Context: an optimization exercise on an open-source flow, tuned for small area. The choices shown serve that exercise and are no tape-out recipe.
In this exercise RTL edits were held to simulation tests only and were not proved equivalent to the original.
Power figures rest on the tool's default switching activity, not on a simulated workload.

## mips_exu
module mips_exu (
	input         clk,
	input         rst_n,
	input         in_valid,
	input  [31:0] in_instr,
	output reg        res_valid,
	output reg [31:0] res_data,
	output reg        res_zero
);
	wire [5:0]  op    = in_instr[31:26];
	wire [4:0]  rs    = in_instr[25:21];
	wire [4:0]  rt    = in_instr[20:16];
	wire [4:0]  rd    = in_instr[15:11];
	wire [4:0]  shamt = in_instr[10:6];
	wire [5:0]  func  = in_instr[5:0];
	wire [15:0] imm   = in_instr[15:0];
	wire op_r    = (op == 6'd0);
	wire imm_sext = (op == 6'd8) || (op == 6'd10) || (op == 6'd35) || (op == 6'd43);
	wire imm_zext = (op == 6'd12) || (op == 6'd13) || (op == 6'd14);
	wire use_imm  = imm_sext || imm_zext;
	wire writes   = op_r || (op == 6'd8) || (op == 6'd10) || imm_zext;
	wire wen      = in_valid && writes;
	wire [4:0] wreg = op_r ? rd : rt;
	wire [31:0] imm_ext = {{16{imm[15] & ~imm_zext}}, imm};
	reg  [31:0] regs [0:31];
	reg  [31:0] valid;            
  ...
Size: ~2800 cells after synthesis, ~69 I/O pins, ~47000 µm² of cells after synthesis.
clock: 12.0 ns
lec_check: 0
cap_margin: 10
core_margin: 2
core_utilization: 50
cts_buf_list: sky130_fd_sc_hd__clkbuf_8
cts_cluster_diameter: 80
cts_cluster_size: 16
place_density: 0.6
slew_margin: 10
synth_hierarchical: 1
synth_minimum_keep_size: 0
standard.sh (not shown) runs the stock make flow with config.mk's settings and CLKGATE_MAP_FILE= SYNTH_SCRIPT=/design/flow/synth_recipe.tcl, a recipe that flattens the netlist after the stock synthesis.
==> flow/flow/run.sh <==
#!/bin/bash
# The standard layout (standard.sh, the standard flow's own ORFS run) with three changes
# to how cells are added after synthesis:
#  - ports are buffered with the smallest buffer rather than ORFS's default,
#  - clock tree synthesis runs without dummy loads (the clock is far from
#    critical, so the skew they balance does not matter),
#  - after global routing, cells on paths with positive slack are downsized
#    (ORFS's RECOVER_POWER step).
# make's full output goes to flow_make.log here; each ORFS step also keeps its
# own log under orfs/logs/.
set -euo pipefail
bash standard.sh \
	"BUFFER_PORTS_ARGS=-buffer_cell sky130_fd_sc_hd__buf_1" \
	"CTS_ARGS=-sink_clustering_enable -repair_clock_nets -dont_use_dummy_load -buf_list sky130_fd_sc_hd__clkbuf_8 -sink_clustering_size 16 -sink_clustering_max_diameter 80" \
	"RECOVER_POWER=100" \
	finish > flow_make.log 2>&1
The baseline finished but fails on capacitance limit, slew limit.
Next try:
==> flow/run.sh (new file) <==
#!/bin/bash
# synth_recipe.tcl (not shown) runs the flow's synth.tcl, then flattens the netlist and writes it again
# the make line also repeats each setting of config.mk as NAME=value (left out here)
make -C /OpenROAD-flow-scripts/flow DESIGN_CONFIG=/design/flow/config.mk WORK_HOME=/design/flow/orfs CLKGATE_MAP_FILE= SYNTH_SCRIPT=/design/flow/synth_recipe.tcl finish
removed: flow/flow/run.sh
removed: flow/standard.sh
Effect: The changed run finished with timing, DRC and antenna clean; global-route usage drops by 0.52 points; power climbs by 2.2%; wire length drops by 0.83%; final cell count climbs by 1.7%; cell area climbs by 2.3%; area after synthesis does not change.

* * *

v26:
Another version of the RTL of mips_exu (not shown whole).
Size in the first run: about 3,900 cells after synthesis, about 1,100 flip-flops, ~69 I/O pins, roughly 46,000 um2 of cells after synthesis.
clock: 12.0 ns
lec_check: 0
cap_margin: 10
core_margin: 2
core_utilization: 50
cts_buf_list: sky130_fd_sc_hd__clkbuf_8
cts_cluster_diameter: 80
cts_cluster_size: 16
place_density: 0.65
slew_margin: 10
synth_hierarchical: 1
synth_minimum_keep_size: 0
==> flow/flow/run.sh <==
#!/bin/bash
# The standard layout (standard.sh, the standard flow's own ORFS run) with three changes
# to how cells are added after synthesis:
#  - ports are buffered with the smallest buffer rather than ORFS's default,
#  - clock tree synthesis runs without dummy loads (the clock is far from
#    critical, so the skew they balance does not matter),
#  - global placement keeps the timing-driven buffering and resizing only
#    from its later iterations (overflow below 0.2), when cells sit near
#    their final places.
# make's full output goes to flow_make.log here; each ORFS step also keeps its
# own log under orfs/logs/.
set -euo pipefail
bash standard.sh \
	"BUFFER_PORTS_ARGS=-buffer_cell sky130_fd_sc_hd__buf_1" \
	"CTS_ARGS=-sink_clustering_enable -repair_clock_nets -dont_use_dummy_load -buf_list sky130_fd_sc_hd__clkbuf_8 -sink_clustering_size 16 -sink_clustering_max_diameter 80" \
	"GPL_KEEP_OVERFLOW=0.2" \
	finish > flow_make.log 2>&1
v26 finished end to end and its layout was clean on timing, DRC and antenna.
Changes in v14 relative to v26:
- swapping 50 for 48 in CORE_UTILIZATION
- swapping 0.65 for 0.6 in PLACE_DENSITY
==> flow/flow/run.sh <==
#!/bin/bash
# The standard layout (standard.sh, the standard flow's own ORFS run) with two changes
# to how cells are added after synthesis:
#  - ports are buffered with the smallest buffer rather than ORFS's default,
#  - clock tree synthesis runs without dummy loads (the clock is far from
#    critical, so the skew they balance does not matter).
# make's full output goes to flow_make.log here; each ORFS step also keeps its
# own log under orfs/logs/.
set -euo pipefail
bash standard.sh \
	"BUFFER_PORTS_ARGS=-buffer_cell sky130_fd_sc_hd__buf_1" \
	"CTS_ARGS=-sink_clustering_enable -repair_clock_nets -dont_use_dummy_load -buf_list sky130_fd_sc_hd__clkbuf_8 -sink_clustering_size 16 -sink_clustering_max_diameter 80" \
	finish > flow_make.log 2>&1
## What came out
Internal portion of total power delta (v26 -> v14): insignificant
v14: PASS, flow complete, no timing, DRC or antenna violations
Min iteration-0 DRC count of the detailed router across v14 and v26: v26
Looking at v14 and v26, the total power is a wash.
Against v26, setup slack in v14 came out worse.
Row final cell count: v14 higher / v26 lower
Compared to v26, v14 leaves more free space in the core.
Compared with v26, v14 shows a clock buffer instance count of the final layout that is 1 lower.
#### Input delta (v10 over v14)
- CORE_UTILIZATION changed from 48 to 50
==> flow/run.sh (new file) <==
#!/bin/bash
# synth_recipe.tcl (not shown) runs the flow's synth.tcl, then flattens the netlist and writes it again
# the make line also repeats each setting of config.mk as NAME=value (left out here)
make -C /OpenROAD-flow-scripts/flow DESIGN_CONFIG=/design/flow/config.mk WORK_HOME=/design/flow/orfs CLKGATE_MAP_FILE= SYNTH_SCRIPT=/design/flow/synth_recipe.tcl finish
removed: flow/flow/run.sh
removed: flow/standard.sh
When v10 is measured against v14, its count of clock-buffer cells in the layout turns out about 2.6% higher.
Relative to v14, actual slew at the worst max-slew pin has increased by 0.074 ns in v10.
Looking only at total power, and setting everything else aside, the lower value of v14 and v10 goes to v14.
v10 vs v14: clock distribution power up
Re clock latency at the later pin of the worst-skew pair: v10 is 0.03 ns up on v14.
Relative to v10, the following input files were edited for v27:
- PLACE_DENSITY: 0.6 -> 0.65
==> flow/flow/run.sh (new file) <==
#!/bin/bash
# The standard layout (standard.sh, the standard flow's own ORFS run) with two changes
# to how cells are added after synthesis:
#  - ports are buffered with the smallest buffer rather than ORFS's default,
#  - clock tree synthesis runs without dummy loads (the clock is far from
#    critical, so the skew they balance does not matter).
# make's full output goes to flow_make.log here; each ORFS step also keeps its
# own log under orfs/logs/.
set -euo pipefail
bash standard.sh \
	"BUFFER_PORTS_ARGS=-buffer_cell sky130_fd_sc_hd__buf_1" \
	"CTS_ARGS=-sink_clustering_enable -repair_clock_nets -dont_use_dummy_load -buf_list sky130_fd_sc_hd__clkbuf_8 -sink_clustering_size 16 -sink_clustering_max_diameter 80" \
	finish > flow_make.log 2>&1
==> flow/standard.sh (new file) <==
#!/bin/bash
# synth_recipe.tcl (not shown) runs the flow's synth.tcl, then flattens the netlist and writes it again
# the make line also repeats each setting of config.mk as NAME=value (left out here)
make -C /OpenROAD-flow-scripts/flow DESIGN_CONFIG=/design/flow/config.mk WORK_HOME=/design/flow/orfs CLKGATE_MAP_FILE= SYNTH_SCRIPT=/design/flow/synth_recipe.tcl "${@:-finish}"
removed: flow/run.sh
v27 ended up with a lower global-route usage than v10 did. | pin count of the biggest net entering global routing | v27 vs v10 | about 26% higher |. As of v27, count of clock-buffer cells in the layout had fallen slightly compared to v10. v10 vs v27, layer with the highest usage: met2 vs met1. Delta (v27 minus v10): clock network contribution to total cell area decreased by 0.30 points relative to the old numbers; fraction of layout instances using a drive strength above 1 increased by 0.51 points relative to the old numbers.

[static timing again, ports no longer ideal]
The results above use ideal ports. As a check the final layouts listed here were re-extracted and re-timed, cells and wires unchanged.
Step 1: set_driving_cell puts a clkbuf_16 on clk and a buf_2 on each other input, an assumption about the parent block.
Step 2 also shifts input and output timing later by t, the mid clock arrival at the registers, as if the neighbouring blocks saw the same clock.
a / b / c = no drivers / after step 1 / after step 2; a / b = the first two.
run	shift t [ns]	setup WS [ns]	worst hold slack (ns)	worst setup path at the end	slew at the worst register clock pin (ns)
the first run of note 1	0.814	0.783 / 0.710 / -0.104	0.486 / 0.486 / 0.486	input to register	0.11 / 0.11
the second run of note 1	0.828	0.834 / 0.818 / -0.009	0.493 / 0.493 / 0.493	input to register	0.12 / 0.12
v26	0.803	1.392 / 1.432 / 0.629	0.494 / 0.494 / 0.494	input to register	0.11 / 0.11
v14	0.834	0.959 / 1.005 / 0.171	0.492 / 0.492 / 0.492	input to register	0.12 / 0.12
v10	0.871	0.893 / 0.932 / 0.061	0.492 / 0.492 / 0.492	input to register	0.12 / 0.12
v27	0.786	0.699 / 0.747 / -0.039	0.493 / 0.493 / 0.493	input to register	0.11 / 0.11
The setup slack of the first run of note 1, which loses most, moves by -0.073 ns with the drivers and by -0.887 ns with both steps.
